This is an optimization exercise on Yosys and OpenROAD, whose aim is small area, a short achievable clock period and few clock cycles, not a production implementation.
RTL that was checked went through simulation tests only; none was proved equivalent to the original.
Power and IR drop assume default switching activity.

==> flow/design.v (excerpt) <==
module EC_2(
    input  logic       Enter,
    input  logic       Clk,
    input  logic       Reset,
    input  logic [7:0] Data_input,
    input  logic       Load_en,
    input  logic [4:0] Load_addr,
    input  logic [7:0] Load_data,
    output logic       Halt,
    output logic       In_wait,
    output logic [7:0] Data_output
    );
Size in the first run: about 1200 cells after synthesis, about 35 I/O pins, ~15000 µm² of cells after synthesis.
==> module EC_2, before the edit <==
module EC_2(
    input  logic       Enter,
    input  logic       Clk,
    input  logic       Reset,
    input  logic [7:0] Data_input,
    input  logic       Load_en,
    input  logic [4:0] Load_addr,
    input  logic [7:0] Load_data,
    output logic       Halt,
    output logic       In_wait,
    output logic [7:0] Data_output
    );
    localparam logic [2:0] OP_LOAD  = 3'd0;
    localparam logic [2:0] OP_STORE = 3'd1;
    localparam logic [2:0] OP_ADD   = 3'd2;
    localparam logic [2:0] OP_SUB   = 3'd3;
    localparam logic [2:0] OP_IN    = 3'd4;
    localparam logic [2:0] OP_JZ    = 3'd5;
    localparam logic [2:0] OP_JPOS  = 3'd6;
    localparam logic [2:0] OP_HALT  = 3'd7;
    logic [7:0] mem [0:31];
    logic [4:0] pc;       
    logic [7:0] ir_d;     
    logic       vd;       
    logic [4:0] ir_e;     
    logic       e_ld, e_st, e_add, e_sub;
    logic [7:0] opnd;     
    logic       tk;       
    logic [7:0] a;
    logic       halt_r;   
    logic       inw;      
    wire stall = halt_r | (inw & ~Enter);
    wire       nx_valid = tk | vd;
    wire [7:0] nx_word  = tk ? opnd : ir_d;
    wire [2:0] nx_op    = nx_word[7:5];
    wire [4:0] ra       = nx_word[4:0];
    wire [7:0] bx    = opnd ^ {8{e_sub}};
    wire [7:0] g0    = a & bx;
    wire [7:0] p0    = a ^ bx;
    wire [7:0] gk = {g0[7:1], g0[0] | (p0[0] & e_sub)};
    wire [7:0] pk = {p0[7:1], 1'b0};
    wire [7:0] g1 = gk | (pk & {gk[6:0], 1'b0});
    wire [7:0] p1 = pk & {pk[6:0], 1'b0};
    wire [7:0] g2 = g1 | (p1 & {g1[5:0], 2'b0});
    wire [7:0] p2 = p1 & {p1[5:0], 2'b0};
    wire [7:0] g3 = g2 | (p2 & {g2[3:0], 4'b0});
    wire [7:0] carry = {g3[6:0], e_sub};
    wire [7:0] sum   = p0 ^ carry;
    wire [7:0] ab_x     = a ^ opnd;
    wire       add_zero = (ab_x == {a[6:0] | opnd[6:0], 1'b0});
    wire       sub_zero = (ab_x == 8'd0);
    wire e_keep = ~(e_ld | e_add | e_sub | inw);
    wire [7:0] a_nx = ({8{e_ld}}          & opnd) |
                      ({8{e_add | e_sub}} & sum) |
                      ({8{inw}}           & Data_input) |
                      ({8{e_keep}}        & a);
    wire z_nx = (e_ld  & (opnd == 8'd0)) |
                (e_add & add_zero) |
                (e_sub & sub_zero) |
                (inw   & (Data_input == 8'd0)) |
                (e_keep & (a == 8'd0));
    logic [7:0] rd_op, rd_f;
    always_comb begin
        rd_op = 8'd0;
        rd_f  = 8'd0;
        for (int i = 0; i < 32; i++) begin
            rd_op = rd_op | (mem[i] & {8{ra == 5'(i)}});
            rd_f  = rd_f  | (mem[i] & {8{pc == 5'(i)}});
        end
    end
    wire [7:0] op_nx = (e_st && ir_e == ra) ? a : rd_op;
    wire       nx_store = nx_valid & (nx_op == OP_STORE);
    wire       refetch  = nx_store & (ra == pc);
    wire [7:0] f_nx = (e_st && ir_e == pc) ? a : rd_f;
    wire tk_nx = nx_valid & (((nx_op == OP_JZ) & z_nx) |
                             ((nx_op == OP_JPOS) & ~a_nx[7]));
    wire [4:0] ra_p1 = {ra[4] ^ (&ra[3:0]), ra[3] ^ (&ra[2:0]), ra[2] ^ (&ra[1:0]), ra[1] ^ ra[0], ~ra[0]};
    wire [4:0] pc_p1 = {pc[4] ^ (&pc[3:0]), pc[3] ^ (&pc[2:0]), pc[2] ^ (&pc[1:0]), pc[1] ^ pc[0], ~pc[0]};
    wire [4:0] pc_nx = tk_nx ? ra_p1 : refetch ? pc : pc_p1;
    always_ff @(posedge Clk or posedge Reset) begin
        if (Reset) begin
            pc     <= 5'd0;
            vd     <= 1'b0;
            a      <= 8'd0;
            e_ld   <= 1'b0;
            e_st   <= 1'b0;
            e_add  <= 1'b0;
            e_sub  <= 1'b0;
            tk     <= 1'b0;
            halt_r <= 1'b0;
            inw    <= 1'b0;
        end else if (!stall) begin
            pc     <= pc_nx;
            vd     <= ~refetch;
            a      <= a_nx;
            e_ld   <= nx_valid & (nx_op == OP_LOAD);
            e_st   <= nx_store;
            e_add  <= nx_valid & (nx_op == OP_ADD);
            e_sub  <= nx_valid & (nx_op == OP_SUB);
            tk     <= tk_nx;
            halt_r <= nx_valid & (nx_op == OP_HALT);
            inw    <= nx_valid & (nx_op == OP_IN);
        end
    end
    always_ff @(posedge Clk) begin
        if (!stall)
            ir_d <= f_nx;
    end
    always_ff @(posedge Clk) begin
        ir_e <= ra;
        opnd <= op_nx;
    end
    logic       ld_en;
    logic [4:0] ld_addr;
    logic [7:0] ld_data;
    always_ff @(posedge Clk) begin
        ld_en   <= Load_en;
        ld_addr <= Load_addr;
        ld_data <= Load_data;
    end
    always_ff @(posedge Clk) begin
        if (ld_en)
            mem[ld_addr] <= ld_data;
        else if (e_st)
            mem[ir_e] <= a;
    end
    assign Halt        = halt_r;
    assign In_wait     = inw;
    assign Data_output = a;
endmodule
==> flow/config.mk <==
export PLATFORM = sky130hd
export DESIGN_NAME = EC_2
export DESIGN_NICKNAME = EC_2
export VERILOG_FILES = /design/flow/design.v
export SDC_FILE = /design/flow/constraint.sdc
export NUM_CORES = 4
export LEC_CHECK = 0
export CAP_MARGIN = 20
export CORE_MARGIN = 2
export CORE_UTILIZATION = 40
export CTS_BUF_LIST = sky130_fd_sc_hd__clkbuf_4 sky130_fd_sc_hd__clkbuf_8
export SETUP_SLACK_MARGIN = 5
export SLEW_MARGIN = 20
export TNS_END_PERCENT = 5
==> flow/constraint.sdc <==
create_clock -name core_clock -period 8.0 [get_ports {Clk}]
set_input_delay 1.6000 -clock core_clock [delete_from_list [all_inputs] [get_ports {Clk}]]
set_output_delay 1.6000 -clock core_clock [all_outputs]
set_load 0.01 [all_outputs]
standard.sh (not shown) runs the stock make flow with config.mk's settings and CLKGATE_MAP_FILE= SYNTH_SCRIPT=/design/flow/synth_recipe.tcl, a recipe that flattens the netlist after the stock synthesis.
==> flow/flow/run.sh <==
#!/bin/bash
# Own layout flow: the standard flow (standard.sh) with two changes.
#  - sky130_fd_sc_hd__a222oi_1 is added to the platform's don't-use cells.
#    It has no stronger size, and as the last gate of a memory read it drives
#    a long wire slowly, which the resizer cannot fix.
#  - Ports are buffered with buf_4 rather than the default choice (a slow
#    clkdlybuf4s50_1 on the outputs).
# Everything else, including the synthesis script, is the standard flow.
# Each ORFS step logs to orfs/logs/...; make's own output goes to
# flow_make.log here.
set -euo pipefail
PLATFORM_DONT_USE="sky130_fd_sc_hd__probe_p_8 sky130_fd_sc_hd__probec_p_8 sky130_fd_sc_hd__lpflow_bleeder_1 sky130_fd_sc_hd__lpflow_clkbufkapwr_1 sky130_fd_sc_hd__lpflow_clkbufkapwr_16 sky130_fd_sc_hd__lpflow_clkbufkapwr_2 sky130_fd_sc_hd__lpflow_clkbufkapwr_4 sky130_fd_sc_hd__lpflow_clkbufkapwr_8 sky130_fd_sc_hd__lpflow_clkinvkapwr_1 sky130_fd_sc_hd__lpflow_clkinvkapwr_16 sky130_fd_sc_hd__lpflow_clkinvkapwr_2 sky130_fd_sc_hd__lpflow_clkinvkapwr_4 sky130_fd_sc_hd__lpflow_clkinvkapwr_8 sky130_fd_sc_hd__lpflow_decapkapwr_12 sky130_fd_sc_hd__lpflow_decapkapwr_3 sky130_fd_sc_hd__lpflow_decapkapwr_4 sky130_fd_sc_hd__lpflow_decapkapwr_6 sky130_fd_sc_hd__lpflow_decapkapwr_8 sky130_fd_sc_hd__lpflow_inputiso0n_1 sky130_fd_sc_hd__lpflow_inputiso0p_1 sky130_fd_sc_hd__lpflow_inputiso1n_1 sky130_fd_sc_hd__lpflow_inputiso1p_1 sky130_fd_sc_hd__lpflow_inputisolatch_1 sky130_fd_sc_hd__lpflow_isobufsrc_1 sky130_fd_sc_hd__lpflow_isobufsrc_16 sky130_fd_sc_hd__lpflow_isobufsrc_2 sky130_fd_sc_hd__lpflow_isobufsrc_4 sky130_fd_sc_hd__lpflow_isobufsrc_8 sky130_fd_sc_hd__lpflow_isobufsrckapwr_16 sky130_fd_sc_hd__lpflow_lsbuf_lh_hl_isowell_tap_1 sky130_fd_sc_hd__lpflow_lsbuf_lh_hl_isowell_tap_2 sky130_fd_sc_hd__lpflow_lsbuf_lh_hl_isowell_tap_4 sky130_fd_sc_hd__lpflow_lsbuf_lh_isowell_4 sky130_fd_sc_hd__lpflow_lsbuf_lh_isowell_tap_1 sky130_fd_sc_hd__lpflow_lsbuf_lh_isowell_tap_2 sky130_fd_sc_hd__lpflow_lsbuf_lh_isowell_tap_4 "
bash standard.sh finish \
  DONT_USE_CELLS="$PLATFORM_DONT_USE sky130_fd_sc_hd__a222oi_1" \
  BUFFER_PORTS_ARGS="-buffer_cell sky130_fd_sc_hd__buf_4" \
  > flow_make.log 2>&1
Testbench counts at the start, summed over its fixed seeds: cycles 43,846.
Edit:
--- a/flow/design.v
+++ b/flow/design.v
@@ -123,8 +123,21 @@
             mem[ld_addr] <= ld_data;
         else if (e_st)
             mem[ir_e] <= a;
     end
-    assign Halt        = halt_r;
-    assign In_wait     = inw;
-    assign Data_output = a;
+    logic [7:0] a_on;
+    logic       halt_on, inw_on;
+    always_ff @(posedge Clk or posedge Reset) begin
+        if (Reset) begin
+            a_on    <= 8'hff;
+            halt_on <= 1'b1;
+            inw_on  <= 1'b1;
+        end else if (!stall) begin
+            a_on    <= ~a_nx;
+            halt_on <= ~(nx_valid & (nx_op == OP_HALT));
+            inw_on  <= ~(nx_valid & (nx_op == OP_IN));
+        end
+    end
+    assign Halt        = ~halt_on;
+    assign In_wait     = ~inw_on;
+    assign Data_output = ~a_on;
 endmodule
Effect: Wire length went up by 7.7%. Die area went up by 7.9%. Clock skew went up by 0.013 ns. Final area went up by 6.3%. Synthesized area went up by 8.1%. Power went up by 22%. Sequential power went up by about 5%. Worst setup slack got worse by 0.21 ns. Fmax went down by 6.1%. Clock-buffer cell count went up by 11. Sequential share of layout area went down by 1.7 points. Critical path depth went down by 2. Register-to-register slack got worse by 0.21 ns. Global-route usage went down by 0.45 points.
Function not checked in the second run of this note: the RTL went through the layout flow alone.

[what the ideal ports hide]
How much do the figures lean on ideal ports? The routed layouts below were timed once more, with nothing changed but the port constraints. Step 1 (the two cells are an assumption about what drives the block):
set clk [get_ports {Clk}]
set_driving_cell -lib_cell sky130_fd_sc_hd__clkbuf_16 $clk
set_driving_cell -lib_cell sky130_fd_sc_hd__buf_2 [delete_from_list [all_inputs] $clk]
Step 2 adds t to the input delays and takes it off the output delays; t is the mean of the earliest and latest rising clock arrival at the registers after step 1. Input paths then give back, and output paths get back, about the clock's delay inside the block. a / b / c = ideal ports / drivers / drivers and shift; a / b = the first two.
run	t, ns	setup slack, ns	hold WS [ns]
the first run	0.706	4.823 / 4.823 / 4.497	0.511 / 0.511 / 0.511
the second run	0.746	4.616 / 4.616 / 4.470	0.479 / 0.479 / 0.479
After both steps every run listed still meets setup and hold. For the first run, which loses most, drivers alone change the setup slack by 0.000 ns; drivers and shift together by -0.326 ns.
